This is an optimization exercise on Yosys and OpenROAD, whose aim is small area and a short achievable clock period, not a production implementation.
Where RTL was checked, it was by simulation tests only, not by an equivalence proof against the original.
For runs 5 to 8, only the layout was checked, not whether the RTL still works.
Power and IR drop assume default switching activity.

==> flow/design.v <==
module alu(
	input 	wire[3:0]	op,
	input	wire[15:0]	A,
	input	wire[15:0]	B,
	output	reg[15:0]	out,
	output wire     		CF_out, 	 
  	output wire			ZF_out,		 
  	output wire			SF_out,		 
	output wire			OF_out		 
	);
	reg 	SF; 	 
	reg 	OF; 	 
	reg 	ZF; 	 
	reg 	CF; 	 
	assign SF_out = SF;
	assign OF_out = OF;
	assign ZF_out = ZF;
	assign CF_out = CF;
	always @(*) begin
		case(op)
			4'b0001: begin
				{CF, out} = {1'b0, A} + {1'b0, B};  
				OF = ($signed(A) > 0 && $signed(B) > 0 && $signed(out) < 0)||($signed(A) < 0 && $signed(B) < 0 && $signed(out) >= 0);
			end
			4'b0010: begin
				{CF, out} = {1'b1, A} - {1'b0, B};
				CF = ~ CF;  
				OF = ($signed(out) < 0 && $signed(A) > 0 && $signed(B) < 0)||($signed(out) > 0 && $signed(A) < 0 && $signed(B) > 0);
			end
			4'b0011: begin
				out = A & B;
				CF = 0;
				OF = 0;
			end
			4'b0100: begin
				out = A | B;
				CF = 0;
				OF = 0;
			end
			4'b0101: begin
				out = A ^ B;
				CF = 0;
				OF = 0;
			end
			4'b0110: begin
				out = ~ A;
				CF = 0;
				OF = 0;
			end
			4'b0111: begin
				out = A << B;
				CF = 0;
				OF = 0;
			end
			4'b1000: begin
				out = A >> B;
				CF = 0;
				OF = 0;
			end
			4'b1001: begin
				out = $signed(A) >>> B;
				CF = 0;
				OF = 0;
			end
			4'b1010: begin
				out = (A << B) | (A >> (16 - B));
				CF = 0;
				OF = 0;
			end
			default: begin
				out = 0;
				CF = 0;
				OF = 0;
			end
		endcase
		SF = out[15];
		ZF = ($signed(out) == 0);
	end
endmodule
module statem(
	input 	wire    	clk,
	input 	wire    	rst,
	input 	wire[15:0] 	sw,
	output 	wire[15:0] 	Fout
    );
	reg[3:0]	op0;
	reg[15:0]	A0;
	reg[15:0]	B0;
	integer 	i;
  	wire			SF;		 
	wire			OF;		 
  	wire			ZF;		 
	wire     		CF; 	 
	always @(posedge clk or negedge rst) begin
		if (rst == 0) begin
			i <= 0;
			op0 <= 0;
		end else if (i == 0) begin
			A0 <= sw[15:0];
			i <= i + 1;
		end else if (i == 1) begin
			B0 <= sw[15:0];
			i <= i + 1;
		end else if (i == 2) begin
			op0 <= sw[3:0];
			i <= i + 1;
		end else if (i == 3) begin
			op0 <= 4'b0001;
			i <= 0;
			A0 <= {SF, OF, ZF, CF};
			B0 <= 0;
		end
	end
	alu a(.op(op0), .A(A0), .B(B0), .out(Fout), .CF_out(CF), .OF_out(OF), .SF_out(SF), .ZF_out(ZF));
endmodule
==> flow/run.sh <==
#!/bin/bash
# synth_recipe.tcl (not shown) runs the flow's synth.tcl, then flattens the netlist and writes it again
# the make line also repeats each setting of config.mk as NAME=value (left out here)
make -C /OpenROAD-flow-scripts/flow DESIGN_CONFIG=/design/flow/config.mk WORK_HOME=/design/flow/orfs CLKGATE_MAP_FILE= SYNTH_SCRIPT=/design/flow/synth_recipe.tcl finish
==> flow/config.mk <==
export PLATFORM = sky130hd
export DESIGN_NAME = statem
export DESIGN_NICKNAME = statem
export VERILOG_FILES = /design/flow/design.v
export SDC_FILE = /design/flow/constraint.sdc
export NUM_CORES = 4
export LEC_CHECK = 0
export CAP_MARGIN = 20
export CORE_MARGIN = 2
export CORE_UTILIZATION = 40
export SLEW_MARGIN = 20
==> flow/constraint.sdc <==
create_clock -name core_clock -period 6.0 [get_ports {clk}]
set_input_delay 1.2000 -clock core_clock [delete_from_list [all_inputs] [get_ports {clk}]]
set_output_delay 1.2000 -clock core_clock [all_outputs]
set_load 0.01 [all_outputs]
==> summary.txt, run 1 <==
1st-pass router iterations 8; RSZ-0062 raised after global routing false; critical path endpoint category output port; Worst VDD drop 0.160 mV; family with the most delay on the worst path compound AO/OA/AOI/OAI gates; Mapped Nets 1120; P_leak 3.88 nW; prevailing post-synth register cell dfrtp_1; fin crit period 5.35 ns; clk root buf clkbuf_16; CP arrival 4.15 ns; proportion of layout cells with a drive suffix above 1 13.8%; antenna-violating nets left 0; status finished clean; die height 152 um; period utilization 89.1%; vias in the first global route 8277; sequential-to-total area share from yosys stat 21.3%; gpl congestion 1.04; Final Cell Area 0.00957 mm^2; CP cell instances buf_4 > ha_1 > fa_1 > nand3_1 > a21oi_1 > nor2_1 > o21ai_0 > a31oi_1 > nor2_1 > a211oi_1 > o21ai_0 > clkdlybuf4s50_1; Vias 8853; total power 1.43 mW; drt first-iter violations 1216; post-CTS sizing 0; Netlist Area Pre-Place 0.00873 mm^2; clock latency (worst-skew pair) 0.33 ns; core footprint 0.0216 mm^2; CP max-delay cell clkdlybuf4s50_1; synth top area cells edfxtp_1, dfrtp_1, ha_1; Syn Area/Cell 8.34 um^2; Die Footprint 0.0230 mm^2; startpoint types register; final hold violations 0; delay of the slowest critical-path stage 0.62 ns; Sum Neg Setup Slack 0 ns; crit path kind register to output port; largest net degree at the start of global routing 55; initial antenna violation count 1; synth warn 2; worst endpoint required time 4.80 ns; cells after synthesis 1047; Cell Pwr Density 149 mW/mm^2; final setup violation count 0; Netlist cell types 95; Worst slew margin 39.5%; slew of the pin with the lowest slew margin 0.908 ns; Ant. Diodes 0; hold path depth 0; fin nets 1094; first-pass GRT wire length 51.8 mm; Die X 152 um; post-synth top area cell edfxtp_1; Post-CTS Setup Bufs 0; share of the synthesized area in the top cell type 11.0%; ys async rst share 52.9%; R2R depth 12; DR vias/cell 6.78; post-synthesis register bit count 68; cts hold-fix bufs 0; Total Wirelength 34.6 mm; Setup Skew 0.00833 ns; Area after DPL 0.00924 mm^2; WP buf/inv 2; Critical Path Stages 12; Clock transition at path regs 0.06 ns; PortBufs 33; clk sink count 68; drt wl/cell 26.5 um; fillers 2165; Top Ports 34; largest buffer count on any clock path 2; drc violations 0; TritonCTS clock tree yes; Initial Util 40.4%; Hold WC Path Type register to register; DP HPWL 26.1 mm; maximum capacitance violations 0; CP Max Fanout 21; # H-tree levels 3; Area Growth Syn to Fin 9.63%; number of CTS-inserted buffers 9; max-slew violations 0; total track usage 30.2%; EDFF count, synth 32; Max Freq 187 MHz; Core Rows 54; total gr overflow 0
[cell families (layout without fill, tap and decap cells)]
logic type | after synthesis | after routing | share of synthesized area [%]
buffers and inverters | 172 | 151 | 8.43
flip-flops | 68 | 68 | 21.3
multiplexers | 88 | 88 | 14.5
AND/OR/NAND/NOR | 367 | 367 | 23.2
XOR/XNOR | 20 | 20 | 2.01
AO/OA/AOI/OAI | 277 | 277 | 22.5
adder cells (fa/ha/maj) | 55 | 55 | 8.05
[metrics by stage]
step	std cells	hold WS [ns]	worst slack [ns]	util (%)
floorplan	1047	0.429	1.35	-
CTS	1306	0.381	0.746	44.3
detailed placement	1290	0.367	1.11	42.7
finish	1306	0.376	0.652	44.3
global route	1306	0.384	0.514	44.3
global placement	1290	0.366	1.10	42.7
[Yosys cell counts, types with 6 or more instances]
master,number
nand2_1,84
clkbuf_1,83
nor2_1,61
a21oi_1,54
ha_1,53
inv_1,53
o21ai_0,49
mux2i_1,42
and3_1,37
nor3_1,37
dfrtp_1,36
edfxtp_1,32
mux4_2,29
nand3_1,26
nor4_1,21
a31oi_1,16
mux2_2,16
nand4_1,16
buf_2,15
o211ai_1,13
xnor2_1,13
a211oi_1,12
nor2b_1,12
o22ai_1,11
a22oi_1,10
nand2b_1,10
a311oi_1,8
o21bai_1,8
or3_1,8
or4_1,8
a221oi_1,7
buf_6,7
xor2_1,7
a21o_1,6
nand3b_1,6
o2111ai_1,6
o21a_1,6
o221ai_1,6
[final timing paths]
check	startpoint	endpoint	slack (ns)
setup / recovery	B0[0]	Fout[14]	0.65
hold / removal	i[28]	i[28]	0.38
setup reg to reg	B0[1]	A0[1]	1.35
hold reg to reg	i[28]	i[28]	0.38
max in group asynchronous	rst	i[23]	4.55
min in group asynchronous	rst	i[1]	0.95
[power by group]
group          internal [mW]  switching [mW]
Clock                  0.362           0.207
Sequential             0.497          0.0174
Combinational          0.143           0.201
[layer usage]
layer | GRT usage [%] | wire length, um
met1 | 42.1 | 14300
met5 | 0 | 15
met4 | 17.0 | 2000
met3 | 6.05 | 3670
met2 | 43.4 | 14600
[registers in the layout (all words and copies together), names as in the netlist]
name and cells:
A0 16, B0 16, i 32, op0 4
[cells in the final DEF, fill, tap and decap left out, types with 37 or more instances in the layout]
cell type,netlist,final
a21oi_1,54,54
o21ai_0,49,49
ha_1,53,53
mux2i_1,42,42
nor2_1,61,61
nor3_1,37,37
nand2_1,84,84
buf_4,5,45
and3_1,37,37
inv_1,53,53
[area by class of cell]
cell class                      count  area (um^2)  share of cell area (%)
Clock inverter                      5         65.1                   0.680
Tap cell                          280          350                    3.66
Clock buffer                       11          264                    2.76
Timing Repair Buffer               78          663                    6.93
Sequential cell                    68         1860                    19.5
Multi-Input combinational cell    807         6150                    64.3
Inverter                           57          214                    2.24
==> run 2: changes to the inputs <==
==> flow/design.v (replaced) <==
module alu(
	input	wire		en,
	input	wire[3:0]	op,
	input	wire[15:0]	A,
	input	wire[15:0]	B,
	input	wire[15:0]	p,
	input	wire[15:0]	g,
	output	wire[15:0]	res
	);
	wire	o_and = en & (op == 4'b0011);
	wire	o_or  = en & (op == 4'b0100);
	wire	o_xor = en & (op == 4'b0101);
	wire	o_not = en & (op == 4'b0110);
	wire	o_sll = en & (op == 4'b0111);
	wire	o_srl = en & (op == 4'b1000);
	wire	o_sra = en & (op == 4'b1001);
	wire	o_rol = en & (op == 4'b1010);
	wire	right = (op[3:1] == 3'b100);
	wire	sg = o_and | o_or;
	wire	sp = o_or | o_xor;
	wire[15:0]	lo = ({16{sg}} & g) | ({16{sp}} & p) | ({16{o_not}} & ~A);
	wire[3:0]	b = B[3:0];
	wire[3:0]	amt;
	assign amt[0] = b[0];
	assign amt[1] = b[1] ^ (right & b[0]);
	assign amt[2] = b[2] ^ (right & (b[0] | b[1]));
	assign amt[3] = b[3] ^ (right & (b[0] | b[1] | b[2]));
	wire[15:0]	r0 = amt[0] ? {A[14:0], A[15]} : A;
	wire[15:0]	r1 = amt[1] ? {r0[13:0], r0[15:14]} : r0;
	wire[15:0]	r2 = amt[2] ? {r1[11:0], r1[15:12]} : r1;
	wire[15:0]	r3 = amt[3] ? {r2[7:0], r2[15:8]} : r2;
	wire		big = |B[15:4];
	wire		b16 = (B == 16'd16);
	wire[15:0]	tlv = 16'hffff << b;	 
	wire		rolm = o_rol & (~big | b16);
	wire		sllm = o_sll & ~big;
	wire		srm = (o_srl | o_sra) & ~big;
	genvar k;
	generate
		for (k = 0; k < 16; k = k + 1) begin : shm
			wire tr = tlv[15-k];
			wire m = (sllm & tlv[k]) | (srm & tr) | rolm;
			assign res[k] = (r3[k] & m) | (o_sra & A[15] & ~(tr & ~big)) | lo[k];
		end
	endgenerate
endmodule
module statem(
	input	wire		clk,
	input	wire		rst,
	input	wire[15:0]	sw,
	output	wire[15:0]	Fout
	);
	reg[1:0]	i;
	reg		show;		 
	reg[15:0]	A0;
	reg[15:0]	B0;
	reg		cin;
	wire[15:0]	p = A0 ^ B0;
	wire[15:0]	g = A0 & B0;
	wire[79:0]	gl;
	wire[79:0]	pl;
	assign gl[15:0] = {g[15:1], g[0] | (p[0] & cin)};
	assign pl[15:0] = p;
	genvar k, l;
	generate
		for (l = 0; l < 4; l = l + 1) begin : lvl
			for (k = 0; k < 16; k = k + 1) begin : bt
				if ((k >> l) & 1) begin : op
					localparam integer j = ((k >> l) << l) - 1;
					assign gl[16*l+16+k] = gl[16*l+k] | (pl[16*l+k] & gl[16*l+j]);
					assign pl[16*l+16+k] = pl[16*l+k] & pl[16*l+j];
				end else begin : pass
					assign gl[16*l+16+k] = gl[16*l+k];
					assign pl[16*l+16+k] = pl[16*l+k];
				end
			end
		end
	endgenerate
	wire[16:0]	c = {gl[79:64], cin};
	wire[15:0]	s = p ^ c[15:0];
	assign Fout = {16{show}} & s;
	wire	SF = s[15];
	wire	ZF = ~(|s);
	wire	CF = c[16] ^ cin;
	wire	OF = (c[15] ^ c[16]) & ~(cin & ~(|A0));
	wire	i0 = (i == 2'd0);
	wire	i1 = (i == 2'd1);
	wire	i2 = (i == 2'd2);
	wire	i3 = (i == 2'd3);
	wire	o_add = (sw[3:0] == 4'b0001);
	wire	o_sub = (sw[3:0] == 4'b0010);
	wire[15:0]	res;
	alu a(.en(i2), .op(sw[3:0]), .A(A0), .B(B0), .p(p), .g(g), .res(res));
	always @(posedge clk or negedge rst) begin
		if (rst == 0) begin
			i <= 2'd0;
			show <= 1'b0;
		end else begin
			i <= i + 2'd1;
			if (i2)
				show <= 1'b1;
		end
	end
	always @(posedge clk) begin
		cin <= i2 & o_sub;
		if (i0 | i3 | (i2 & ~o_add & ~o_sub))
			A0 <= ({16{i0}} & sw) | res | {12'b0, {4{i3}} & {SF, OF, ZF, CF}};
		if (i1 | i3 | (i2 & ~o_add))
			B0 <= ({16{i1}} & sw) | ({16{i2 & o_sub}} & ~B0);
	end
endmodule
--- a/flow/config.mk
+++ b/flow/config.mk
@@ -10,2 +10,3 @@
 export CORE_UTILIZATION = 40
+export SETUP_SLACK_MARGIN = 3.0
 export SLEW_MARGIN = 20
==> run 2 against run 1 <==
Final cell count fell by 45%. Sequential power fell by 43%. Sequential cell count fell by 32. Critical path depth rose by 1.
==> summary.txt, run 2 <==
Netlist Area Pre-Place 0.00431 mm^2 (-51%); startpoint types register; total track usage 29.6% (-0.56 points); Top Ports 34 (unchanged); Setup Skew 0.0164 ns (+0.00803 ns); Core Rows 37 (-31%); max-slew violations 0 (unchanged); proportion of layout cells with a drive suffix above 1 35.9% (+22 points); Worst slew margin 48.2% (+8.7 points); Syn Area/Cell 8.68 um^2 (+4.1%); synth top area cells edfxtp_1, o21ai_0, mux2i_1; CP arrival 2.97 ns (-1.18 ns); drt first-iter violations 597 (-51%); gpl congestion 0.991 (-4.4%); Die X 108 um (-29%); core footprint 0.0104 mm^2 (-52%); crit path kind register to output port; Sum Neg Setup Slack 0 ns (unchanged); synth warn 1 (-1); DR vias/cell 6.65 (-1.9%); critical path endpoint category output port; Critical path origin A0[0]; fin nets 621 (-43%); share of the synthesized area in the top cell type 22.3% (+11 points); CP Max Fanout 3 (-86%); largest net degree at the start of global routing 32 (-42%); Hold Crit Start i[0]; Total Wirelength 17.6 mm (-49%); ys async rst share 8.33% (-45 points); prevailing post-synth register cell edfxtp_1; count leader, synth o21ai_0; delay of the slowest critical-path stage 0.47 ns (-0.15 ns); CP max-delay cell edfxtp_1; Area Growth Syn to Fin 38.2%; Hold WS 0.519 ns (+0.144 ns); Vias 4755 (-46%); Netlist cell types 66 (-31%); slew of the pin with the lowest slew margin 0.778 ns (-0.131 ns); Cell Pwr Density 128 mW/mm^2 (-14%); post-synth top area cell edfxtp_1; WP buf/inv 2 (unchanged); total power 762 uW (-47%); antenna-violating nets left 0 (unchanged); Die Footprint 0.0116 mm^2 (-49%); vias in the first global route 4512 (-45%); PortBufs 33 (unchanged); first-pass GRT wire length 26.0 mm (-50%); final setup violation count 0 (unchanged); fin crit period 4.17 ns (-1.17 ns); P_leak 2.22 nW (-43%); Final Util 57.2% (+13 points); Mapped Nets 540 (-52%); Clock transition at path regs 0.09 ns (+0.03 ns); Area after DPL 0.00482 mm^2 (-48%); total gr overflow 0 (unchanged); commonest non-fill, non-tap cells in the layout buf_4, o21ai_0, nand2_1; status finished clean; clk sink count 36 (-47%); clk root buf clkbuf_8; number of CTS-inserted buffers 5 (-4); Initial Util 41.4% (+1.0 points); RSZ-0062 raised after global routing true; 1st-pass router iterations 5 (-3); initial antenna violation count 0 (-1); worst endpoint required time 4.80 ns (about the same); drt wl/cell 24.7 um (-7.0%); maximum capacitance violations 0 (unchanged); sequential-to-total area share from yosys stat 24.5% (+3.2 points); r2r startpoint A0[0]; post-synthesis register bit count 36 (-47%); largest buffer count on any clock path 2 (unchanged); clock latency (worst-skew pair) 0.31 ns (-0.02 ns); CP most frequent cell fa_2; cells after synthesis 497 (-53%); final hold violations 0 (unchanged); EDFF count, synth 32 (unchanged); CP cell instances fa_2 > inv_2 > fa_2 > nor2b_2 > o31ai_2 > nand2_1 > and2_4 > o21ai_2 > nand2b_1 > fa_2 > xor2_2 > and2_4 > buf_2; drc violations 0 (unchanged); commonest non-fill, non-tap cell in the layout buf_4; cts hold-fix bufs 0 (unchanged); family with the most delay on the worst path adder cells; die height 108 um (-29%); period utilization 69.6% (-20 points); Top Registers A0: 16 flops, B0: 16 flops, i: 2 flops; DP HPWL 11.4 mm (-56%); TritonCTS clock tree yes; Worst VDD drop 0.106 mV (-34%); Hold WC Path Type register to register; Ant. Diodes 0 (unchanged); Max Freq 240 MHz (+28%); # H-tree levels 2 (-1); Final Cell Area 0.00596 mm^2 (-38%); Post-synth top cells o21ai_0, nor2_1, nand2_1
## run 2: changes by cell type after synthesis, moves of 20 or more
cell / before / now
dfrtp_1: 36 / 3
a21oi_1: 54 / 27
nand3_1: 26 / 6
inv_1: 53 / 15
clkbuf_1: 83 / 23
mux4_2: 29 / 5
nand2_1: 84 / 37
ha_1: 53 / 20
nor3_1: 37 / 12
and3_1: 37 / 4
nor2_1: 61 / 38
## run 2: worst paths after layout
path                           end  slack (ns)  depth (start not counted)
min in group asynchronous     i[0]        1.06                          1
setup reg to reg             A0[1]        2.36                         17
setup / recovery           Fout[9]        1.83                         13
hold / removal                i[0]        0.52                          1
max in group asynchronous     i[1]        4.80                          1
hold reg to reg               i[0]        0.52                          1
## run 2: what timing repair did
item	CTS	global route
pin swaps	32	30
cloned	1	1
gates resized for setup	128	52
buffers inserted	45	21
endpoints found under the setup margin	35	31
## run 2: stage by stage
stage | instances | setup WS, ns
floorplan | 497 | 2.34
global placement | 639 | 1.61
detailed placement | 639 | 1.49
CTS | 693 | 1.74
global route | 715 | 1.75
finish | 715 | 1.83
## run 2: cells by family (layout without fill, tap and decap cells)
logic type | after synthesis | count (layout) | share of synthesized area (%)
AO/OA/AOI/OAI | 167 | 167 | 25.3
buffers and inverters | 50 | 132 | 5.25
flip-flops | 36 | 36 | 24.5
multiplexers | 51 | 51 | 15.5
XOR/XNOR | 14 | 14 | 3.02
AND/OR/NAND/NOR | 154 | 154 | 18.3
adder cells (fa/ha/maj) | 25 | 25 | 8.12
## run 2: worst register-to-register path: cells and delay by family (launching register included)
kind / cells / cell delay (ns)
buffers and inverters: 3 / 0.32
XOR/XNOR: 1 / 0.16
adder cells (fa/ha/maj): 3 / 0.95
flip-flops: 1 / 0.47
AND/OR/NAND/NOR: 7 / 0.94
AO/OA/AOI/OAI: 3 / 0.62
## run 2: layout make-up
class | instances | area, um^2
multi-input cells | 411 | 3590
clock buffers | 7 | 86.3
fillers | 911 | 4450
inverters | 15 | 58.8
clock inverters | 1 | 7.51
repair buffers | 109 | 992
well taps | 136 | 170
flip-flops and latches | 36 | 1060
## run 2: power by group
part | internal (mW) | leakage, nW | switching (mW) | total (mW)
registers | 0.277 | 0.310 | 0.0141 | 0.291
logic | 0.143 | 1.87 | 0.128 | 0.271
clock network | 0.0938 | 0.0445 | 0.107 | 0.201
total | 0.513 | 2.22 | 0.250 | 0.762
## run 2: per-layer routing
metal | GRT usage, % | part of all wire (%) | up-vias
met1 | 40.9 | 40 | 2311
met5 | 0 | 0 | -
li1 | - | - | 2066
met2 | 45.6 | 45 | 316
met3 | 5.81 | 11 | 62
met4 | 11.5 | 3.9 | 0
==> run 3: changes to the inputs <==
--- a/flow/config.mk
+++ b/flow/config.mk
@@ -10,3 +10,3 @@
 export CORE_UTILIZATION = 40
-export SETUP_SLACK_MARGIN = 3.0
+export SETUP_SLACK_MARGIN = 2.0
 export SLEW_MARGIN = 20
==> run 3 against run 2 <==
Still clean. Sequential share of layout area is 3.0 points higher. Area after synthesis unchanged. Final cell count down 5.7%. Clock skew fell by 0.0078 ns. Core utilization is 8.3 points lower. Largest cell class unchanged.
==> summary.txt, run 3 <==
final hold violations 0 (unchanged); worst endpoint required time 4.80 ns (about the same); CP endpoint Fout[9]; drt first-iter violations 488 (-18%); clk sink count 36 (unchanged); P_leak 1.92 nW (-14%); Netlist cell types 66 (unchanged); Total Wirelength 16.5 mm (-6.6%); TritonCTS clock tree yes; die height 108 um (unchanged); Netlist Area Pre-Place 0.00431 mm^2 (unchanged); synth warn 1 (unchanged); Cell Pwr Density 134 mW/mm^2 (+5.1%); startpoint types register; Syn Area/Cell 8.68 um^2 (unchanged); fin nets 580 (-6.6%); drc violations 0 (unchanged); maximum capacitance violations 0 (unchanged); PortBufs 33 (unchanged); Area after DPL 0.00474 mm^2 (-1.7%); crit path kind register to output port; commonest non-fill, non-tap cells in the layout o21ai_0, nor2_1, nand2_1; clock share of power 28.4% (+2.1 points); met1 Use GR 40.7% (-0.20 points); period utilization 71.4% (+1.9 points); prevailing post-synth register cell edfxtp_1; Area Growth Syn to Fin 18.1%; largest net degree at the start of global routing 32 (unchanged); Clock transition at path regs 0.09 ns (about the same); total track usage 28.6% (-1.0 points); sequential-to-total area share from yosys stat 24.5% (unchanged); Top Registers A0: 16 flops, B0: 16 flops, i: 2 flops; final setup violation count 0 (unchanged); max-slew violations 0 (unchanged); switch share 33.3% (+0.56 points); Sum Neg Setup Slack 0 ns (unchanged); count leader, synth o21ai_0; r2r endpoint A0[1]; clock latency (worst-skew pair) 0.31 ns (about the same); Hold WC Path Type register to register; cells after synthesis 497 (unchanged); share of the synthesized area in the top cell type 22.3% (unchanged); # H-tree levels 2 (unchanged); commonest non-fill, non-tap cell in the layout o21ai_0; Comb pwr share 28.8% (-6.8 points); synth top area cells edfxtp_1, o21ai_0, mux2i_1; first-pass GRT wire length 24.9 mm (-4.4%); Initial Util 41.4% (unchanged); M2 GR Usage 43.4% (-2.2 points); largest buffer count on any clock path 2 (unchanged); Top Ports 34 (unchanged); clk root buf clkbuf_8; fillers 1022 (+12%); status finished clean; Setup Skew 0.00854 ns (-0.00782 ns); Worst VDD drop 0.106 mV (+0.35%); Hold Crit Start i[0]; Ant. Diodes 0 (unchanged); fin crit period 4.29 ns (+0.113 ns); Max Freq 233 MHz (-2.6%); r2r startpoint B0[0]; post-synthesis register bit count 36 (unchanged); Placed Instances 644 (+0.78%); Final Cell Area 0.00509 mm^2 (-15%); Die Footprint 0.0116 mm^2 (unchanged); DP HPWL 11.9 mm (+4.5%); Final Util 48.9% (-8.3 points); critical path endpoint category output port; antenna-violating nets left 0 (unchanged); CP Max Fanout 3 (unchanged); Post-synth top cells o21ai_0, nor2_1, nand2_1; gpl congestion 0.931 (-6.1%); initial antenna violation count 0 (unchanged); Critical path origin B0[0]; Sequential Power Share 42.8% (+4.7 points); post-synth top area cell edfxtp_1; GRT Max-Usage Layer met2; Die X 108 um (unchanged); DR vias/cell 6.65 (about the same); vias in the first global route 4246 (-5.9%); 1st-pass router iterations 7 (+2); NetSw 228 uW (-8.7%); Vias 4482 (-5.7%); met3 usage 5.02% (-0.79 points); slew of the pin with the lowest slew margin 0.936 ns (+0.158 ns); proportion of layout cells with a drive suffix above 1 18.0% (-18 points); total gr overflow 0 (unchanged); Worst slew margin 37.6% (-11 points); CP arrival 3.09 ns (+0.12 ns); cell-internal power 457 uW (-11%); EDFF count, synth 32 (unchanged); ys async rst share 8.33% (unchanged); number of cells in the finished layout apart from fillers 674 (-5.7%); core footprint 0.0104 mm^2 (unchanged); Core Rows 37 (unchanged); R2R depth 16 (-1); number of CTS-inserted buffers 5 (unchanged); RSZ-0062 raised after global routing true; Mapped Nets 540 (unchanged); drt wl/cell 24.4 um (-0.88%); Hold WS 0.504 ns (-0.0157 ns); Worst R2R Setup Slack 2.21 ns (-0.15 ns)
run 3: cells by family (layout without fill, tap and decap cells):
kind of cell | after synthesis | after routing | share of synthesized area (%)
XOR/XNOR | 14 | 14 | 3.02
buffers and inverters | 50 | 91 | 5.25
multiplexers | 51 | 51 | 15.5
flip-flops | 36 | 36 | 24.5
AND/OR/NAND/NOR | 154 | 154 | 18.3
AO/OA/AOI/OAI | 167 | 167 | 25.3
adder cells (fa/ha/maj) | 25 | 25 | 8.12
run 3: metrics by stage:
stage | setup slack, ns | total power, mW
after floorplan | 2.00 | 0.400
after global routing | 1.62 | 0.707
final | 1.71 | 0.685
after detailed placement | 1.34 | 0.473
after global placement | 1.43 | 0.471
after CTS | 1.79 | 0.677
run 3: routing by layer:
| metal | up-vias | part of all wire (%) | wire [um] |
|---|---|---|---|
| li1 | 2000 | - | - |
| met2 | 281 | 44 | 7300 |
| met3 | 50 | 10 | 1730 |
| met4 | 0 | 3.8 | 624 |
| met5 | - | 0 | 0 |
| met1 | 2151 | 41 | 6820 |
run 3: final cells by class:
cell class                      count  area (um^2)  share of cell area, %
Clock buffer                        5         68.8                   1.35
Clock inverter                      3         23.8                  0.467
Tap cell                          136          170                   3.34
Inverter                           15         56.3                   1.11
Sequential cell                    36         1060                   20.7
Timing Repair Buffer               68          571                   11.2
Multi-Input combinational cell    411         3150                   61.8
run 3: worst min-delay path by stage:
stage	end	depth (start not counted)	slack, ns
2_1_floorplan	i[0]	1	0.46
5_1_grt	i[0]	1	0.56
6_report	i[0]	1	0.50
3_3_place_gp	i[0]	1	0.48
3_5_place_dp	i[0]	1	0.50
4_1_cts	i[0]	1	0.51
run 3: timing repair:
item	in CTS	in global routing
endpoints found under the setup margin	29	14
buffers inserted	20	2
resized for setup	59	6
pin swaps	17	7
hold buffers	0	0
run 3: worst max-delay path, stage by stage (launching register included):
cell and delay (ns):
edfxtp_1 0.48, fa_2 0.37, inv_2 0.06, fa_2 0.21
nor2b_2 0.06, o31ai_2 0.20, nand2_1 0.10, and2_4 0.18
o21ai_2 0.12, nand2b_1 0.10, fa_2 0.41, xor2_2 0.19
and2_1 0.17, buf_2 0.13
run 3: power by group through the flow:
stage	Sequential (mW)	Combinational, mW	Clock (mW)
final	0.293	0.197	0.195
after global placement	0.300	0.172	0
after detailed placement	0.299	0.174	0
after CTS	0.292	0.190	0.195
after floorplan	0.289	0.111	0
after global routing	0.293	0.210	0.204
==> run 4: changes to the inputs <==
--- a/flow/config.mk
+++ b/flow/config.mk
@@ -10,3 +10,2 @@
 export CORE_UTILIZATION = 40
-export SETUP_SLACK_MARGIN = 2.0
 export SLEW_MARGIN = 20
==> run 4 against run 3 <==
Still clean. Clock-buffer cell count stayed put. Power decreased by 2.4%. Setup slack lost 0.66 ns. Synthesized cell count is the same. Sequential cell count did not move. Critical path depth did not move. Via count decreased by 3.6%. Final cell count down 3.6%. Routed wire length decreased by 6.1%. Design area fell by 5.3%. Critical endpoint unchanged. Largest cell class unchanged.
==> summary.txt, run 4 <==
status finished clean; Total Wirelength 15.5 mm (-6.1%); Syn Area/Cell 8.68 um^2 (unchanged); delay of the slowest critical-path stage 0.54 ns (+0.06 ns); post-synth top area cell edfxtp_1; Netlist Area Pre-Place 0.00431 mm^2 (unchanged); XOR/XNOR Fraction of Synth Area 3.02% (unchanged); Clock transition at path regs 0.09 ns (about the same); # H-tree levels 2 (unchanged); Hold WC Path Type register to register; Initial Util 41.4% (unchanged); clk root buf clkbuf_8; commonest non-fill, non-tap cells in the layout o21ai_0, nand2_1, nor2_1; r2r endpoint A0[1]; ys async rst share 8.33% (unchanged); Netlist cell types 66 (unchanged); proportion of layout cells with a drive suffix above 1 8.95% (-9.1 points); pre-CTS setup slack 1.42 ns (+0.0778 ns); DP HPWL 11.5 mm (-3.7%); Setup Skew 0.0232 ns (+0.0147 ns); max-slew violations 0 (unchanged); clk sink count 36 (unchanged); post-synthesis register bit count 36 (unchanged); period utilization 82.4% (+11 points); EDFF count, synth 32 (unchanged); Die X 108 um (unchanged); r2r startpoint A0[0]; commonest non-fill, non-tap cell in the layout o21ai_0; number of CTS-inserted buffers 5 (unchanged); CP most frequent cell fa_1; CP cell instances fa_1 > inv_1 > fa_1 > nor2b_1 > o31ai_1 > nand2_1 > and2_1 > o21ai_0 > nand2b_1 > fa_1 > xor2_1 > and2_1 > clkdlybuf4s50_1; worst endpoint required time 4.80 ns (about the same); first-pass GRT wire length 24.1 mm (-3.0%); critical path endpoint category output port; total track usage 27.6% (-1.0 points); Hold Crit Start i[0]; total power 668 uW (-2.4%); Ant. Diodes 0 (unchanged); CP arrival 3.75 ns (+0.66 ns); prevailing post-synth register cell edfxtp_1; 1st-pass router iterations 5 (-2); Die Footprint 0.0116 mm^2 (unchanged); Worst slew margin 39.3% (+1.6 points); Max Freq 202 MHz (-13%); largest net degree at the start of global routing 32 (unchanged); Setup WS post-layout 1.05 ns (-0.659 ns); Compound-Gate Fraction of Synth Area 25.3% (unchanged); RSZ-0062 raised after global routing false; CP max-delay cell edfxtp_1; synth warn 1 (unchanged); fin crit period 4.95 ns (+0.659 ns); vias in the first global route 4083 (-3.8%); TritonCTS clock tree yes; cells after synthesis 497 (unchanged); Sum Neg Setup Slack 0 ns (unchanged); P_leak 1.74 nW (-9.4%); share of the synthesized area in the top cell type 22.3% (unchanged); fin nets 556 (-4.1%); hold endpoint i[0]; die height 108 um (unchanged); count leader, synth o21ai_0; drt wl/cell 23.8 um (-2.6%); Top Registers A0: 16 flops, B0: 16 flops, i: 2 flops; Post-synth top cells o21ai_0, nor2_1, nand2_1; total gr overflow 0 (unchanged); Vias 4321 (-3.6%); crit path kind register to output port; Area Growth Syn to Fin 11.9%; drt first-iter violations 431 (-12%); final hold violations 0 (unchanged); startpoint types register; core footprint 0.0104 mm^2 (unchanged); largest family of logic cells by synthesized area compound AO/OA/AOI/OAI gates; initial antenna violation count 0 (unchanged); clock latency (worst-skew pair) 0.32 ns (about the same); Worst VDD drop 0.0902 mV (-15%); Post-CTS Setup Bufs 0 (-100%); Cell Pwr Density 139 mW/mm^2 (+3.1%); Top Ports 34 (unchanged); cts hold-fix bufs 0 (unchanged); Core Rows 37 (unchanged); adder-cell area share of the yosys netlist 8.12% (unchanged); Final Cell Area 0.00482 mm^2 (-5.3%); Hold WS 0.518 ns (+0.0141 ns); drc violations 0 (unchanged); PortBufs 33 (unchanged); CP Max Fanout 9 (+6); slew of the pin with the lowest slew margin 0.911 ns (-0.0248 ns); synth top area cells edfxtp_1, o21ai_0, mux2i_1; final setup violation count 0 (unchanged); gpl congestion 1.01 (+8.8%); hold path depth 1 (unchanged); antenna-violating nets left 0 (unchanged); Mapped Nets 540 (unchanged); post-CTS sizing 0 (-100%); Area after DPL 0.00473 mm^2 (-0.24%); mux cell area share after synthesis 15.5% (unchanged); largest buffer count on any clock path 2 (unchanged); DR vias/cell 6.65 (about the same); R2R depth 15 (-1); maximum capacitance violations 0 (unchanged); Post-Synth Simple-Gate Area 18.3% (unchanged); sequential-to-total area share from yosys stat 24.5% (unchanged); Worst R2R Setup Slack 2.00 ns (-0.21 ns)
run 4: power breakdown:
| part | total [mW] | switching, mW | internal, mW |
|---|---|---|---|
| Combinational | 0.175 | 0.0867 | 0.0886 |
| Clock | 0.199 | 0.116 | 0.0826 |
| Sequential | 0.294 | 0.0175 | 0.277 |
| Total | 0.668 | 0.220 | 0.448 |
run 4: how the worst max path moves through the flow:
stage / from / end / cells past startpoint
2_1_floorplan: B0[1] / Fout[8] / 13
3_3_place_gp: A0[0] / Fout[9] / 13
3_5_place_dp: A0[0] / Fout[9] / 13
4_1_cts: A0[0] / Fout[9] / 13
5_1_grt: A0[0] / Fout[9] / 13
6_report: A0[0] / Fout[9] / 13
run 4: critical path: cells and delay by family (launching register included):
| kind | cells | cell delay (ns) |
|---|---|---|
| flops | 1 | 0.54 |
| xor+xnor | 1 | 0.19 |
| simple gates | 5 | 0.65 |
| fa+ha+maj | 3 | 1.05 |
| buf+inv | 2 | 0.60 |
| compound gates | 2 | 0.40 |
run 4: logic make-up (layout without fill, tap and decap cells):
kind of cell,after synthesis,in the layout
adders and majority gates,25,25
and+or+nand+nor,154,154
DFF,36,36
xor gates and xnor gates,14,14
muxes,51,51
buffers and inverters,50,67
AOI/OAI and AO/OA,167,167
run 4: per-layer routing:
layer	vias to the layer above	part of all wire, %	GRT usage [%]
met3	45	10	4.18
met5	-	0	0
met4	0	4.2	11.7
met1	2081	43	40.5
met2	250	43	39.9
li1	1945	-	-
run 4: cell type report:
cell class	count	area, um^2
Clock buffer	5	68.8
Timing Repair Buffer	44	413
Inverter	15	56.3
Fill cell	1039	5590
Multi-Input combinational cell	411	3040
Tap cell	136	170
Clock inverter	3	23.8
Sequential cell	36	1060
run 4: stage by stage:
stage	cells	util, %
after floorplan	497	-
after global placement	642	45.4
after detailed placement	642	45.4
after CTS	650	46.3
after global routing	650	46.3
final	650	46.3
==> run 5: changes to the inputs <==
--- a/flow/design.v
+++ b/flow/design.v
@@ -46,18 +46,11 @@
 endmodule
-module statem(
-	input	wire		clk,
-	input	wire		rst,
-	input	wire[15:0]	sw,
-	output	wire[15:0]	Fout
+module cla16(
+	input	wire[15:0]	g,
+	input	wire[15:0]	p,
+	input	wire		ci,
+	output	wire[16:0]	c
 	);
-	reg[1:0]	i;
-	reg		show;		 
-	reg[15:0]	A0;
-	reg[15:0]	B0;
-	reg		cin;
-	wire[15:0]	p = A0 ^ B0;
-	wire[15:0]	g = A0 & B0;
 	wire[79:0]	gl;
 	wire[79:0]	pl;
-	assign gl[15:0] = {g[15:1], g[0] | (p[0] & cin)};
+	assign gl[15:0] = {g[15:1], g[0] | (p[0] & ci)};
 	assign pl[15:0] = p;
@@ -78,3 +71,43 @@
 	endgenerate
-	wire[16:0]	c = {gl[79:64], cin};
+	assign c = {gl[79:64], ci};
+endmodule
+module statem(
+	input	wire		clk,
+	input	wire		rst,
+	input	wire[15:0]	sw,
+	output	wire[15:0]	Fout
+	);
+	reg[1:0]	i;
+	reg		show;		 
+	reg[15:0]	A0;
+	reg[15:0]	B0;
+	reg		cin;
+	reg		c4, c8, c12;
+	wire	i0 = (i == 2'd0);
+	wire	i1 = (i == 2'd1);
+	wire	i2 = (i == 2'd2);
+	wire	i3 = (i == 2'd3);
+	wire	o_add = (sw[3:0] == 4'b0001);
+	wire	o_sub = (sw[3:0] == 4'b0010);
+	wire[15:0]	bn = ({16{i1}} & sw) | ({16{i2 & o_add}} & B0) | ({16{i2 & o_sub}} & ~B0);
+	wire		cn = i2 & o_sub;
+	wire[15:0]	pn = A0 ^ bn;
+	wire[15:0]	gn = A0 & bn;
+	wire[16:0]	cc;
+	cla16 nc(.g(gn), .p(pn), .ci(cn), .c(cc));
+	wire[15:0]	p = A0 ^ B0;
+	wire[15:0]	g = A0 & B0;
+	genvar k;
+	wire[16:0]	c;
+	assign c[0] = cin;
+	assign c[4] = c4;
+	assign c[8] = c8;
+	assign c[12] = c12;
+	generate
+		for (k = 0; k < 16; k = k + 1) begin : fc
+			if (k % 4 != 3)
+				assign c[k+1] = g[k] | (p[k] & c[k]);
+		end
+	endgenerate
+	assign c[16] = g[15] | (p[15] & c[15]);
 	wire[15:0]	s = p ^ c[15:0];
@@ -85,8 +118,2 @@
 	wire	OF = (c[15] ^ c[16]) & ~(cin & ~(|A0));
-	wire	i0 = (i == 2'd0);
-	wire	i1 = (i == 2'd1);
-	wire	i2 = (i == 2'd2);
-	wire	i3 = (i == 2'd3);
-	wire	o_add = (sw[3:0] == 4'b0001);
-	wire	o_sub = (sw[3:0] == 4'b0010);
 	wire[15:0]	res;
@@ -104,7 +131,9 @@
 	always @(posedge clk) begin
-		cin <= i2 & o_sub;
+		B0 <= bn;
+		cin <= cn;
+		c4 <= cc[4];
+		c8 <= cc[8];
+		c12 <= cc[12];
 		if (i0 | i3 | (i2 & ~o_add & ~o_sub))
 			A0 <= ({16{i0}} & sw) | res | {12'b0, {4{i3}} & {SF, OF, ZF, CF}};
-		if (i1 | i3 | (i2 & ~o_add))
-			B0 <= ({16{i1}} & sw) | ({16{i2 & o_sub}} & ~B0);
 	end
--- a/flow/config.mk
+++ b/flow/config.mk
@@ -10,2 +10,3 @@
 export CORE_UTILIZATION = 40
+export SETUP_SLACK_MARGIN = 2.5
 export SLEW_MARGIN = 20
==> run 5 against run 4 <==
Routed wire length up 2.9%. Design area up 10%. Synthesized cell count up 2.6%. Clock skew down 0.012 ns. Global-route usage up 0.29 points. Sequential power about the same. Hold slack about the same. Via count up 3.0%. Area after synthesis up 2.1%. Sequential share of layout area down 3.7 points. Clock-buffer cell count up 3. Maximum frequency up 30%. Highest routed layer unchanged.
==> summary.txt, run 5 <==
ys async rst share 7.69% (-0.64 points); clock share of power 37.1% (+7.3 points); number of CTS-inserted buffers 5 (unchanged); TritonCTS clock tree yes; prevailing post-synth register cell dfxtp_1; cell-internal power 473 uW (+5.6%); RSZ-0062 raised after global routing true; GRT Max-Usage Layer met2; EDFF count, synth 16 (-50%); met1 Use GR 36.1% (-4.4 points); die height 109 um (+1.0%); commonest non-fill, non-tap cell in the layout nor2_1; Hold WC Path Type register to register; 1st-pass router iterations 5 (unchanged); status finished clean; Top Ports 34 (unchanged); Clock transition at path regs 0.09 ns (about the same); initial antenna violation count 0 (unchanged); Syn Area/Cell 8.63 um^2 (-0.51%); clk root buf clkbuf_8; clock latency (worst-skew pair) 0.31 ns (about the same); Total Wirelength 15.9 mm (+2.9%); NetSw 191 uW (-13%); Sequential Power Share 44.2% (+0.2 points); proportion of layout cells with a drive suffix above 1 18.9% (+10 points); DP HPWL 10.8 mm (-5.7%); Hold WS 0.518 ns (+0.000441 ns); fin nets 612 (+10%); first-pass GRT wire length 24.7 mm (+2.5%); # H-tree levels 2 (unchanged); Ant. Diodes 0 (unchanged); Die Footprint 0.0119 mm^2 (+2.0%); PortBufs 33 (unchanged); Initial Util 40.8% (-0.61 points); post-synthesis register bit count 39 (+8.3%); period utilization 63.3% (-19 points); Vias 4452 (+3.0%); share of the synthesized area in the top cell type 10.9% (-11 points); gpl congestion 0.984 (-2.8%); total gr overflow 0 (unchanged); Netlist cell types 63 (-4.5%); core footprint 0.0108 mm^2 (+3.6%); post-synth top area cell edfxtp_1; slew of the pin with the lowest slew margin 0.911 ns (+0.00000805 ns); drc violations 0 (unchanged); Setup Skew 0.0109 ns (-0.0123 ns); drt wl/cell 23.1 um (-3.1%); startpoint types register; Comb pwr share 18.7% (-7.5 points); maximum capacitance violations 0 (unchanged); total track usage 27.9% (+0.29 points); synth top area cells edfxtp_1, dfxtp_1, ha_1; fin crit period 3.80 ns (-1.14 ns); clk sink count 39 (+8.3%); CP Max Fanout 2 (-7); met3 usage 5.02% (+0.84 points); commonest non-fill, non-tap cells in the layout nor2_1, a21oi_1, ha_1; M2 GR Usage 43.3% (+3.4 points); Top Registers A0: 16 flops, B0: 16 flops, i: 2 flops; antenna-violating nets left 0 (unchanged); max-slew violations 0 (unchanged); largest net degree at the start of global routing 27 (-16%); worst endpoint required time 4.80 ns (about the same); critical path endpoint category output port; crit path kind register to output port; Cell Pwr Density 125 mW/mm^2 (-10%); Post-synth top cells nor2_1, a21oi_1, ha_1; switch share 28.8% (-4.2 points); Mapped Nets 573 (+6.1%); drt first-iter violations 451 (+4.6%); final setup violation count 0 (unchanged); Sum Neg Setup Slack 0 ns (unchanged); Die X 109 um (+1.0%); DR vias/cell 6.45 (-2.9%); sequential-to-total area share from yosys stat 21.7% (-2.8 points); final hold violations 0 (unchanged); synth warn 1 (unchanged); largest buffer count on any clock path 2 (unchanged); CP arrival 2.60 ns (-1.15 ns); Core Rows 38 (+2.7%); vias in the first global route 4371 (+7.1%); Worst slew margin 39.3% (about the same); Netlist Area Pre-Place 0.00440 mm^2 (+2.1%); Area Growth Syn to Fin 21.1%; cells after synthesis 510 (+2.6%); P_leak 2.23 nW (+28%); count leader, synth nor2_1; Worst VDD drop 0.0898 mV (-0.42%); Max Freq 263 MHz (+30%)
run 5: cell count changes in the layout (fill, tap and decap cells not counted), sizes merged, moves of 9 or more:
cell           previous run  this run
edfxtp                   32        16
nand2                    37        24
o21ai                    63        34
dfxtp                     1        20
clkdlybuf4s50            33        17
buf                      11        34
a21oi                    27        41
a221o                     2        17
inv                      15        29
ha                       20        32
a211oi                   15        25
nor2b                     6        15
run 5: cell families after synthesis:
kind of cell	synth area share [%]
DFF	21.7
AOI/OAI and AO/OA	27.3
and+or+nand+nor	16.3
adders and majority gates	15.0
muxes	11.3
xor gates and xnor gates	2.56
buffers and inverters	5.88
run 5: path summary, 6_finish.rpt:
path / start / depth (start not counted) / to / slack (ns)
setup / recovery: A0[12] / 9 / Fout[15] / 2.20
hold / removal: i[0] / 1 / i[0] / 0.52
setup reg to reg: A0[12] / 14 / A0[3] / 2.70
hold reg to reg: i[0] / 1 / i[0] / 0.52
max in group asynchronous: rst / 1 / show / 4.79
min in group asynchronous: rst / 1 / i[0] / 1.06
run 5: final cells by class:
| cell class | instances | area (um^2) |
|---|---|---|
| clock buffer | 8 | 123 |
| sequential | 39 | 970 |
| inverter | 29 | 109 |
| multi-input combinational | 408 | 3290 |
| tap | 140 | 175 |
| timing repair buffer | 66 | 666 |
| fill | 1056 | 5460 |
run 5: power groups by stage:
stage | clock network (mW) | registers [mW] | logic [mW]
after detailed placement | 0 | 0.305 | 0.107
after global placement | 0 | 0.306 | 0.105
after floorplan | 0 | 0.296 | 0.0651
final | 0.246 | 0.293 | 0.125
after global routing | 0.253 | 0.293 | 0.136
after CTS | 0.245 | 0.293 | 0.121
run 5: stage by stage:
stage | instance area, um^2 | setup WS (ns) | util (%) | cells | power, mW
after floorplan | 4410 | 2.55 | - | 510 | 0.361
after global placement | 4810 | 1.63 | 44.6 | 655 | 0.411
after detailed placement | 4810 | 1.51 | 44.6 | 655 | 0.413
after CTS | 5310 | 2.22 | 49.2 | 688 | 0.659
after global routing | 5330 | 2.16 | 49.4 | 690 | 0.682
final | 5330 | 2.20 | 49.4 | 690 | 0.664
run 5: per-layer routing:
| metal | up-vias | wire length (um) |
|---|---|---|
| met1 | 2154 | 6480 |
| met2 | 230 | 7080 |
| met4 | 0 | 1050 |
| met5 | - | 0 |
| li1 | 2007 | - |
| met3 | 61 | 1320 |
run 5: what timing repair did:
| item | CTS | global route |
|---|---|---|
| buffers inserted | 21 | 2 |
| pin swaps | 13 | 6 |
| gates resized for setup | 71 | 15 |
| endpoints found under the setup margin | 31 | 19 |
| cloned | 4 | 0 |
| hold buffers | 0 | 0 |
run 5: worst max-delay path: stages (launching register included):
cell      delay, ns
edfxtp_1       0.49
fa_2           0.40
inv_2          0.06
fa_2           0.17
inv_1          0.05
fa_2           0.35
inv_2          0.07
fa_2           0.45
nor2b_1        0.12
buf_2          0.14
==> run 6: changes to the inputs <==
--- a/flow/config.mk
+++ b/flow/config.mk
@@ -10,3 +10,3 @@
 export CORE_UTILIZATION = 40
-export SETUP_SLACK_MARGIN = 2.5
+export SETUP_SLACK_MARGIN = 3.0
 export SLEW_MARGIN = 20
==> run 6 against run 5 <==
Core utilization grew 2.9 points. Via count is 3.2% higher. Maximum frequency increased by 0.29%. Still clean on timing, DRC and antenna. Highest routed layer unchanged. Final cell count rose by 3.6%.
==> summary.txt, run 6 <==
total track usage 28.1% (+0.27 points); startpoint types register; worst endpoint required time 4.80 ns (about the same); commonest non-fill, non-tap cell in the layout buf_4; Max Freq 264 MHz (+0.29%); Setup WS post-layout 2.21 ns (+0.0108 ns); Hold WC Path Type register to register; Core Rows 38 (unchanged); DP HPWL 10.9 mm (+1.2%); synth top area cells edfxtp_1, dfxtp_1, ha_1; CP arrival 2.59 ns (about the same); period utilization 63.2% (-0.18 points); post-synth top area cell edfxtp_1; critical path endpoint category output port; maximum capacitance violations 0 (unchanged); proportion of layout cells with a drive suffix above 1 29.2% (+10 points); number of CTS-inserted buffers 5 (unchanged); Syn Area/Cell 8.63 um^2 (unchanged); slew of the pin with the lowest slew margin 0.921 ns (+0.00964 ns); clk root buf clkbuf_8; Mapped Nets 573 (unchanged); Final Cell Area 0.00565 mm^2 (+6.0%); clock latency (worst-skew pair) 0.31 ns (about the same); largest buffer count on any clock path 2 (unchanged); Netlist Area Pre-Place 0.00440 mm^2 (unchanged); drt wl/cell 22.9 um (-0.75%); P_leak 2.43 nW (+9.1%); Placed Instances 653 (-0.31%); Area after DPL 0.00490 mm^2 (+2.0%); Total Wirelength 16.4 mm (+2.8%); Die Footprint 0.0119 mm^2 (unchanged); Vias 4593 (+3.2%); Netlist cell types 63 (unchanged); Worst slew margin 38.6% (-0.64 points); drc violations 0 (unchanged); core footprint 0.0108 mm^2 (unchanged); number of cells in the finished layout apart from fillers 715 (+3.6%); Top Ports 34 (unchanged); Die X 109 um (unchanged); EDFF count, synth 16 (unchanged); commonest non-fill, non-tap cells in the layout buf_4, nor2_1, mux2i_1; largest net degree at the start of global routing 27 (unchanged); fin crit period 3.79 ns (-0.0108 ns); first-pass GRT wire length 24.9 mm (+0.84%); Worst VDD drop 0.0724 mV (-19%); count leader, synth nor2_1; prevailing post-synth register cell dfxtp_1; DR vias/cell 6.42 (-0.44%); die height 109 um (unchanged); fillers 999 (-5.4%); crit path kind register to output port; total gr overflow 0 (unchanged); Top Registers A0: 16 flops, B0: 16 flops, i: 2 flops; drt first-iter violations 579 (+28%); final setup violation count 0 (unchanged); post-synthesis register bit count 39 (unchanged); Clock transition at path regs 0.08 ns (about the same); Sum Neg Setup Slack 0 ns (unchanged); # H-tree levels 2 (unchanged); pre-CTS setup slack 1.57 ns (+0.0585 ns); sequential-to-total area share from yosys stat 21.7% (unchanged); Setup Skew 0.0104 ns (-0.000465 ns); share of the synthesized area in the top cell type 10.9% (unchanged); 1st-pass router iterations 6 (+1); Ant. Diodes 0 (unchanged); initial antenna violation count 0 (unchanged); Cell Pwr Density 112 mW/mm^2 (-10%); RSZ-0062 raised after global routing true; antenna-violating nets left 0 (unchanged); max-slew violations 0 (unchanged); fin nets 637 (+4.1%); PortBufs 33 (unchanged); final hold violations 0 (unchanged); status finished clean; Post-synth top cells nor2_1, a21oi_1, ha_1; TritonCTS clock tree yes; CP Max Fanout 2 (unchanged); Area Growth Syn to Fin 28.3%; ys async rst share 7.69% (unchanged); vias in the first global route 4339 (-0.73%); Initial Util 40.8% (unchanged); gpl congestion 0.972 (-1.3%); cells after synthesis 510 (unchanged); clk sink count 39 (unchanged); synth warn 1 (unchanged)
## run 6: cell counts after synthesis
No cell type changed its count.
## run 6: where the power goes
group          switching [mW]  leakage, nW  internal (mW)
sequential             0.0148        0.356          0.279
combinational          0.0697         2.03         0.0723
clock                   0.109       0.0456         0.0865
total                   0.193         2.43          0.438
## run 6: area by class of cell
| class | count | area [um^2] | share of cell area, % |
|---|---|---|---|
| Multi-Input combinational cell | 408 | 3440 | 60.9 |
| Inverter | 29 | 109 | 1.93 |
| Clock buffer | 7 | 80.1 | 1.42 |
| Clock inverter | 1 | 5.00 | 0.0886 |
| Tap cell | 140 | 175 | 3.10 |
| Timing Repair Buffer | 91 | 868 | 15.4 |
| Sequential cell | 39 | 971 | 17.2 |
## run 6: kinds of logic (layout without fill, tap and decap cells)
family / after synthesis / in the layout / share of synthesized area, %
adder cells (fa/ha/maj): 45 / 45 / 15.0
AO/OA/AOI/OAI: 171 / 171 / 27.3
multiplexers: 45 / 45 / 11.3
XOR/XNOR: 9 / 9 / 2.56
AND/OR/NAND/NOR: 138 / 138 / 16.3
buffers and inverters: 63 / 128 / 5.88
flip-flops: 39 / 39 / 21.7
## run 6: stage by stage
stage	power (mW)	util, %	hold WS, ns
3_3_place_gp	0.417	45.4	0.496
6_report	0.631	52.3	0.521
4_1_cts	0.619	50.6	0.523
5_1_grt	0.648	52.3	0.555
3_5_place_dp	0.419	45.4	0.515
2_1_floorplan	0.368	-	0.465
## run 6: worst max-delay path, cell delays in order, from the launching register on
cell and delay [ns]:
edfxtp_1 0.50, fa_2 0.38, inv_2 0.06, fa_1 0.17, inv_2 0.04, fa_2 0.35
inv_2 0.07, fa_2 0.46, nor2b_2 0.12, buf_2 0.13
## run 6: path summary, 6_finish.rpt
kind | startpoint | to | slack, ns | depth (start not counted)
worst min register to register | i[0] | i[0] | 0.52 | 1
min in group asynchronous | rst | i[0] | 1.06 | 1
worst max-delay path | A0[12] | Fout[15] | 2.21 | 9
worst min-delay path | i[0] | i[0] | 0.52 | 1
max in group asynchronous | rst | i[1] | 4.79 | 1
worst max register to register | A0[12] | A0[3] | 2.82 | 14
## run 6: layer usage
| metal | global-route usage (%) | part of all wire, % | vias to the layer above | routed length [um] |
|---|---|---|---|---|
| met4 | 15.2 | 5.8 | 0 | 950 |
| met1 | 37.6 | 41 | 2220 | 6630 |
| li1 | - | - | 2054 | - |
| met3 | 6.04 | 9.3 | 64 | 1530 |
| met5 | 0 | 0 | - | 0 |
| met2 | 42.3 | 44 | 255 | 7260 |
## run 6: repair_timing
item / in CTS / in global routing
pin swaps: 31 / 26
cloned: 2 / 1
hold buffers: 0 / 0
resized for setup: 118 / 24
setup buffers: 40 / 11
endpoints found under the setup margin: 51 / 33
==> run 7: changes to the inputs <==
==> flow/flow/run.sh (new file) <==
#!/bin/bash
# Own flow: the standard layout, except that synthesis leaves adders to ABC
# (no full/half-adder cells) and maps with the ABC script in flow/abc.script.
set -euo pipefail
W=$(pwd)
# scripts folder = ORFS's scripts, with abc_area.script replaced by ours
mkdir -p "$W/scripts_own"
for f in "$FLOW_HOME"/scripts/*; do ln -sf "$f" "$W/scripts_own/"; done
rm -f "$W/scripts_own/abc_area.script"
cp "$W/flow/abc.script" "$W/scripts_own/abc_area.script"
make -C "$FLOW_HOME" DESIGN_CONFIG="$W/config.mk" WORK_HOME="$W/orfs" CLKGATE_MAP_FILE= \
	SYNTH_SCRIPT="$W/synth_recipe.tcl" SCRIPTS_DIR="$W/scripts_own" \
	ADDER_MAP_FILE= ABC_AREA=1 synth > "$W/synth.log" 2>&1
# the rest of the standard flow (synthesis is up to date, so make skips it)
bash "$W/standard.sh" > "$W/layout.log" 2>&1
==> flow/flow/abc.script (new file) <==
strash
&get -n
&st
&dch -f
&nf -a
&put
topo
==> flow/standard.sh (new file) <==
#!/bin/bash
# synth_recipe.tcl (not shown) runs the flow's synth.tcl, then flattens the netlist and writes it again
# the make line also repeats each setting of config.mk as NAME=value (left out here)
make -C /OpenROAD-flow-scripts/flow DESIGN_CONFIG=/design/flow/config.mk WORK_HOME=/design/flow/orfs CLKGATE_MAP_FILE= SYNTH_SCRIPT=/design/flow/synth_recipe.tcl "${@:-finish}"
removed: flow/run.sh
==> run 7 against run 6 <==
Still clean. Hold slack better by 0.046 ns. Clock skew up 0.0044 ns. Sequential cell count unchanged. Critical path depth down 3. Critical endpoint is now Fout[7]. Largest power group unchanged.
==> summary.txt, run 7 <==
total gr overflow 0 (unchanged); Netlist cell types 51 (-19%); post-synth top area cell edfxtp_1; Top Ports 34 (unchanged); CP cell instances maj3_2 > maj3_2 > maj3_2 > xor2_2 > and2_4 > buf_6; cells after synthesis 465 (-8.8%); clk root buf clkbuf_8; first-pass GRT wire length 23.5 mm (-5.7%); EDFF count, synth 16 (unchanged); P_leak 2.03 nW (-17%); startpoint types register; Setup WS post-layout 2.54 ns (+0.335 ns); delay of the slowest critical-path stage 0.48 ns (-0.02 ns); synth top area cells edfxtp_1, dfxtp_1, mux2i_1; CP most frequent cell maj3_2; Final Util 59.2% (+6.9 points); total track usage 29.9% (+1.8 points); Initial Util 41.1% (+0.30 points); clock latency (worst-skew pair) 0.31 ns (about the same); fin crit period 3.46 ns (-0.335 ns); PortBufs 33 (unchanged); cts hold-fix bufs 0 (unchanged); Post-synth top cells nor2_1, o21ai_0, mux2i_1, nand2_1, a21oi_1; DR vias/cell 6.56 (+2.2%); sequential-to-total area share from yosys stat 25.2% (+3.5 points); pre-CTS setup slack 1.94 ns (+0.371 ns); Total Wirelength 15.6 mm (-4.5%); Post-Synth Simple-Gate Area 23.5% (+7.2 points); # H-tree levels 2 (unchanged); TritonCTS clock tree yes; commonest non-fill, non-tap cells in the layout buf_4, nor2_1, nand2_1; die height 101 um (-6.9%); 1st-pass router iterations 5 (-1); Final Cell Area 0.00547 mm^2 (-3.2%); family with the most delay on the worst path adder cells; core footprint 0.00924 mm^2 (-14%); critical path endpoint category output port; adder-cell area share of the yosys netlist 3.69% (-11 points); Clock transition at path regs 0.09 ns (about the same); Setup Skew 0.0148 ns (+0.00438 ns); Compound-Gate Fraction of Synth Area 26.0% (-1.3 points); fillers 809 (-19%); number of CTS-inserted buffers 5 (unchanged); initial antenna violation count 0 (unchanged); max-slew violations 0 (unchanged); final setup violation count 0 (unchanged); WP buf/inv 1 (-3); largest family of logic cells by synthesized area compound AO/OA/AOI/OAI gates; Area after DPL 0.00448 mm^2 (-8.6%); gpl congestion 0.966 (-0.57%); Netlist Area Pre-Place 0.00380 mm^2 (-14%); mux cell area share after synthesis 12.1% (+0.84 points); Mapped Nets 483 (-16%); status finished clean; fin nets 581 (-8.8%); largest net degree at the start of global routing 21 (-22%); vias in the first global route 4283 (-1.3%); slew of the pin with the lowest slew margin 1.24 ns (+0.320 ns); post-synthesis register bit count 39 (unchanged); crit path kind register to output port; Max Freq 289 MHz (+9.7%); drc violations 0 (unchanged); RSZ-0062 raised after global routing true; drt first-iter violations 434 (-25%); final hold violations 0 (unchanged); Ant. Diodes 0 (unchanged); Sum Neg Setup Slack 0 ns (unchanged); period utilization 57.6% (-5.6 points); commonest non-fill, non-tap cell in the layout buf_4; Syn Area/Cell 8.17 um^2 (-5.4%); Die Footprint 0.0103 mm^2 (-13%); largest buffer count on any clock path 2 (unchanged); Core Rows 35 (-7.9%); Top Registers A0: 16 flops, B0: 16 flops, i: 2 flops; total power 620 uW (-1.7%); Vias 4549 (-0.96%); prevailing post-synth register cell dfxtp_1; share of the synthesized area in the top cell type 12.7% (+1.7 points); clk sink count 39 (unchanged); worst endpoint required time 4.80 ns (about the same); DP HPWL 10.4 mm (-4.8%); CP max-delay cell edfxtp_1; XOR/XNOR Fraction of Synth Area 9.00% (+6.4 points); drt wl/cell 22.6 um (-1.5%); Worst slew margin 16.7% (-22 points); antenna-violating nets left 0 (unchanged); CP Max Fanout 2 (unchanged); Area Growth Syn to Fin 44.0%; ys async rst share 7.69% (unchanged); CP arrival 2.26 ns (-0.33 ns); maximum capacitance violations 0 (unchanged); Hold WC Path Type register to register; Die X 101 um (-6.9%); Worst VDD drop 0.0687 mV (-5.1%); proportion of layout cells with a drive suffix above 1 28.5% (-0.67 points); count leader, synth nor2_1; Cell Pwr Density 113 mW/mm^2 (+1.5%); synth warn 1 (unchanged)
run 7: cell count changes in the layout (fill, tap and decap cells not counted), sizes merged, moves of 16 or more:
cell / before / now
ha: 32 / 0
inv: 29 / 0
a21oi: 41 / 23
a211oi: 25 / 8
xor2: 0 / 17
a221o: 17 / 1
run 7: cell families after synthesis:
group	Yosys count
XOR/XNOR	39
adder cells (fa/ha/maj)	14
multiplexers	45
flip-flops	39
AND/OR/NAND/NOR	178
AO/OA/AOI/OAI	144
buffers and inverters	6
run 7: final timing paths:
check	start	end	slack (ns)	cells past startpoint
worst max-delay path	A0[4]	Fout[7]	2.54	6
worst min-delay path	i[0]	i[0]	0.57	1
worst max register to register	i[0]	A0[5]	3.12	6
worst min register to register	i[0]	i[0]	0.57	1
max in group asynchronous	rst	show	4.78	1
min in group asynchronous	rst	i[0]	1.07	1
run 7: through the flow:
stage	std cells	hold slack, ns
finish	693	0.567
global route	693	0.592
CTS	673	0.572
detailed placement	632	0.542
global placement	632	0.538
floorplan	465	0.486
run 7: what timing repair did:
item / 4_1_cts / 5_1_grt
endpoints found under the setup margin: 55 / 28
resized for setup: 108 / 62
setup buffers: 31 / 20
pin swaps: 26 / 29
cloned: 2 / 0
run 7: where the power goes:
part | internal [mW] | total (mW) | switching [mW]
registers | 0.279 | 0.293 | 0.0139
clock network | 0.0821 | 0.192 | 0.110
logic | 0.0682 | 0.135 | 0.0669
run 7: final cells by class:
type	instances	area, um^2	share of cell area, %
sequential	39	973	17.8
timing repair buffer	89	818	15.0
inverter	6	22.5	0.412
clock inverter	1	5.00	0.0915
tap	129	161	2.95
clock buffer	7	76.3	1.40
multi-input combinational	422	3410	62.4
run 7: per-layer routing:
layer / GRT usage, % / vias to the layer above / share of wire, % / wire, um
li1: - / 2030 / - / -
met1: 38.0 / 2192 / 39 / 6110
met2: 49.2 / 273 / 47 / 7400
met3: 6.63 / 54 / 10 / 1560
met4: 12.3 / 0 / 3.6 / 566
met5: 0 / - / 0 / 0
==> run 8: changes to the inputs <==
--- a/flow/config.mk
+++ b/flow/config.mk
@@ -10,3 +10,3 @@
 export CORE_UTILIZATION = 40
-export SETUP_SLACK_MARGIN = 3.0
+export SETUP_SLACK_MARGIN = 2.5
 export SLEW_MARGIN = 20
==> run 8 against run 7 <==
Combinational power decreased by 21%. Sequential power increased by 1%. Core utilization decreased by 7.5 points. Area after synthesis stayed put. Synthesized cell count stayed put. Power rose by 3.4%. Critical endpoint is now Fout[11]. Largest power group unchanged.
==> summary.txt, run 8 <==
commonest non-fill, non-tap cells in the layout nor2_1, mux2i_1, nand2_1; synth top area cells edfxtp_1, dfxtp_1, mux2i_1; # H-tree levels 2 (unchanged); drt first-iter violations 390 (-10%); slew of the pin with the lowest slew margin 1.12 ns (-0.120 ns); total power 641 uW (+3.4%); mux cell area share after synthesis 12.1% (unchanged); 1st-pass router iterations 5 (unchanged); CP arrival 2.34 ns (+0.08 ns); Max Freq 283 MHz (-2.3%); period utilization 59.0% (+1.4 points); fillers 877 (+8.4%); Hold WS 0.555 ns (-0.0118 ns); sequential-to-total area share from yosys stat 25.2% (unchanged); DP HPWL 10.2 mm (-2.3%); Ant. Diodes 0 (unchanged); Top Registers A0: 16 flops, B0: 16 flops, i: 2 flops; Die Footprint 0.0103 mm^2 (unchanged); Initial Util 41.1% (unchanged); ys async rst share 7.69% (unchanged); cts hold-fix bufs 0 (unchanged); largest buffer count on any clock path 2 (unchanged); share of the synthesized area in the top cell type 12.7% (unchanged); maximum capacitance violations 0 (unchanged); post-synth top area cell edfxtp_1; initial antenna violation count 0 (unchanged); pre-CTS setup slack 1.65 ns (-0.291 ns); Worst VDD drop 0.0840 mV (+22%); Die X 101 um (unchanged); crit path kind register to output port; Core Rows 35 (unchanged); Syn Area/Cell 8.17 um^2 (unchanged); die height 101 um (unchanged); Final Cell Area 0.00478 mm^2 (-13%); vias in the first global route 3968 (-7.4%); largest family of logic cells by synthesized area compound AO/OA/AOI/OAI gates; Worst slew margin 24.7% (+8.0 points); prevailing post-synth register cell dfxtp_1; drc violations 0 (unchanged); Netlist Area Pre-Place 0.00380 mm^2 (unchanged); Area after DPL 0.00438 mm^2 (-2.3%); Cell Pwr Density 134 mW/mm^2 (+18%); EDFF count, synth 16 (unchanged); core footprint 0.00924 mm^2 (unchanged); max-slew violations 0 (unchanged); fin crit period 3.54 ns (+0.0821 ns); Clock transition at path regs 0.08 ns (about the same); Hold WC Path Type register to register; cells after synthesis 465 (unchanged); post-synthesis register bit count 39 (unchanged); critical path endpoint category output port; Top Ports 34 (unchanged); Post-synth top cells nor2_1, o21ai_0, mux2i_1, nand2_1, a21oi_1; CP Max Fanout 2 (unchanged); RSZ-0062 raised after global routing true; P_leak 1.79 nW (-12%); drt wl/cell 21.5 um (-4.7%); Mapped Nets 483 (unchanged); Total Wirelength 14.3 mm (-8.6%); total gr overflow 0 (unchanged); Post-Synth Simple-Gate Area 23.5% (unchanged); largest net degree at the start of global routing 28 (+33%); Netlist cell types 51 (unchanged); XOR/XNOR Fraction of Synth Area 9.00% (unchanged); Sum Neg Setup Slack 0 ns (unchanged); PortBufs 33 (unchanged); commonest non-fill, non-tap cell in the layout nor2_1; Vias 4207 (-7.5%); Setup Skew 0.00627 ns (-0.00854 ns); count leader, synth nor2_1; adder-cell area share of the yosys netlist 3.69% (unchanged); first-pass GRT wire length 22.0 mm (-6.4%); fin nets 552 (-5.0%); TritonCTS clock tree yes; status finished clean; final setup violation count 0 (unchanged); final hold violations 0 (unchanged); Area Growth Syn to Fin 25.8%; number of CTS-inserted buffers 5 (unchanged); clock latency (worst-skew pair) 0.30 ns (about the same); synth warn 1 (unchanged); total track usage 28.2% (-1.7 points); gpl congestion 0.903 (-6.6%); clk sink count 39 (unchanged); clk root buf clkbuf_8; antenna-violating nets left 0 (unchanged); proportion of layout cells with a drive suffix above 1 12.7% (-16 points); Compound-Gate Fraction of Synth Area 26.0% (unchanged); startpoint types register; worst endpoint required time 4.80 ns (about the same); DR vias/cell 6.34 (-3.5%); Setup WS post-layout 2.46 ns (-0.0821 ns)
[run 8: metrics by stage]
step,std cells,utilization [%]
3_3_place_gp,636,47.4
6_report,664,51.7
5_1_grt,664,51.7
2_1_floorplan,465,-
4_1_cts,656,50.8
3_5_place_dp,636,47.4
[run 8: area by class of cell]
type | count | area [um^2] | area share [%]
multi-input cells | 421 | 2970 | 62.3
well taps | 129 | 161 | 3.38
inverters | 6 | 22.5 | 0.472
clock buffers | 7 | 119 | 2.49
repair buffers | 61 | 536 | 11.2
clock inverters | 1 | 6.26 | 0.131
flip-flops and latches | 39 | 957 | 20.0
[run 8: report_power, final]
group	total, mW	internal (mW)	switching, mW	leakage [nW]
registers	0.297	0.281	0.0159	0.353
logic	0.107	0.0517	0.0552	1.37
clock network	0.238	0.133	0.105	0.0651
total	0.641	0.465	0.176	1.79
[run 8: worst max-delay path: stages (launching register included)]
cell and delay [ns]:
edfxtp_1 0.44, maj3_2 0.36, maj3_2 0.34, maj3_2 0.33, xor2_2 0.16, and2_0 0.17
clkdlybuf4s15_1 0.23
[run 8: timing repair]
action / in CTS / in global routing
setup endpoints to repair: 29 / 14
buffers inserted: 11 / 8
resized for setup: 50 / 9
pin swaps: 8 / 7
gates cloned: 1 / 0
[run 8: worst paths after layout]
path	startpoint	endpoint	slack, ns	cells past startpoint
min reg2reg	i[0]	i[0]	0.55	1
min	i[0]	i[0]	0.55	1
max reg2reg	A0[12]	A0[3]	3.01	8
min in group asynchronous	rst	i[0]	1.07	1
max	A0[8]	Fout[11]	2.46	6
max in group asynchronous	rst	show	4.80	1
[run 8: metal layers]
metal	routed length (um)	GRT usage, %	part of all wire (%)	vias up
li1	-	-	-	1976
met3	1250	4.49	8.7	36
met1	6150	38.9	43	1981
met5	0	0	0	-
met4	414	10.2	2.9	0
met2	6470	44.8	45	214
[run 8: cell families after synthesis]
group,count (synthesis)
AND/OR/NAND/NOR,178
AO/OA/AOI/OAI,144
multiplexers,45
XOR/XNOR,39
flip-flops,39
adder cells (fa/ha/maj),14
buffers and inverters,6

[separate check: timing with driven ports]
How much do the figures lean on ideal ports? The routed layouts below were timed once more, with nothing changed but the port constraints.
Step 1 sets driving cells, clkbuf_16 on the clock port and buf_2 on the other inputs (assumed; they add their load-dependent delay and slew).
Step 2 times the ports against the registers' clock, not the clock port: input delays grow and output delays shrink by t, the midpoint of the rising clock arrivals with the driver on.
Three values: ideal, step 1, step 2; two values: the first two.
run | shift t [ns] | setup WS [ns]
run 1 | 0.367 | 0.652 / 0.611 / 0.978
run 2 | 0.336 | 1.827 / 1.793 / 2.128
run 3 | 0.337 | 1.714 / 1.680 / 2.016
run 4 | 0.342 | 1.055 / 1.023 / 1.365
run 5 | 0.331 | 2.199 / 2.168 / 2.291
run 6 | 0.343 | 2.210 / 2.176 / 2.518
run 7 | 0.340 | 2.545 / 2.511 / 2.598
run 8 | 0.328 | 2.463 / 2.430 / 2.263
After both steps every run listed still meets setup and hold.
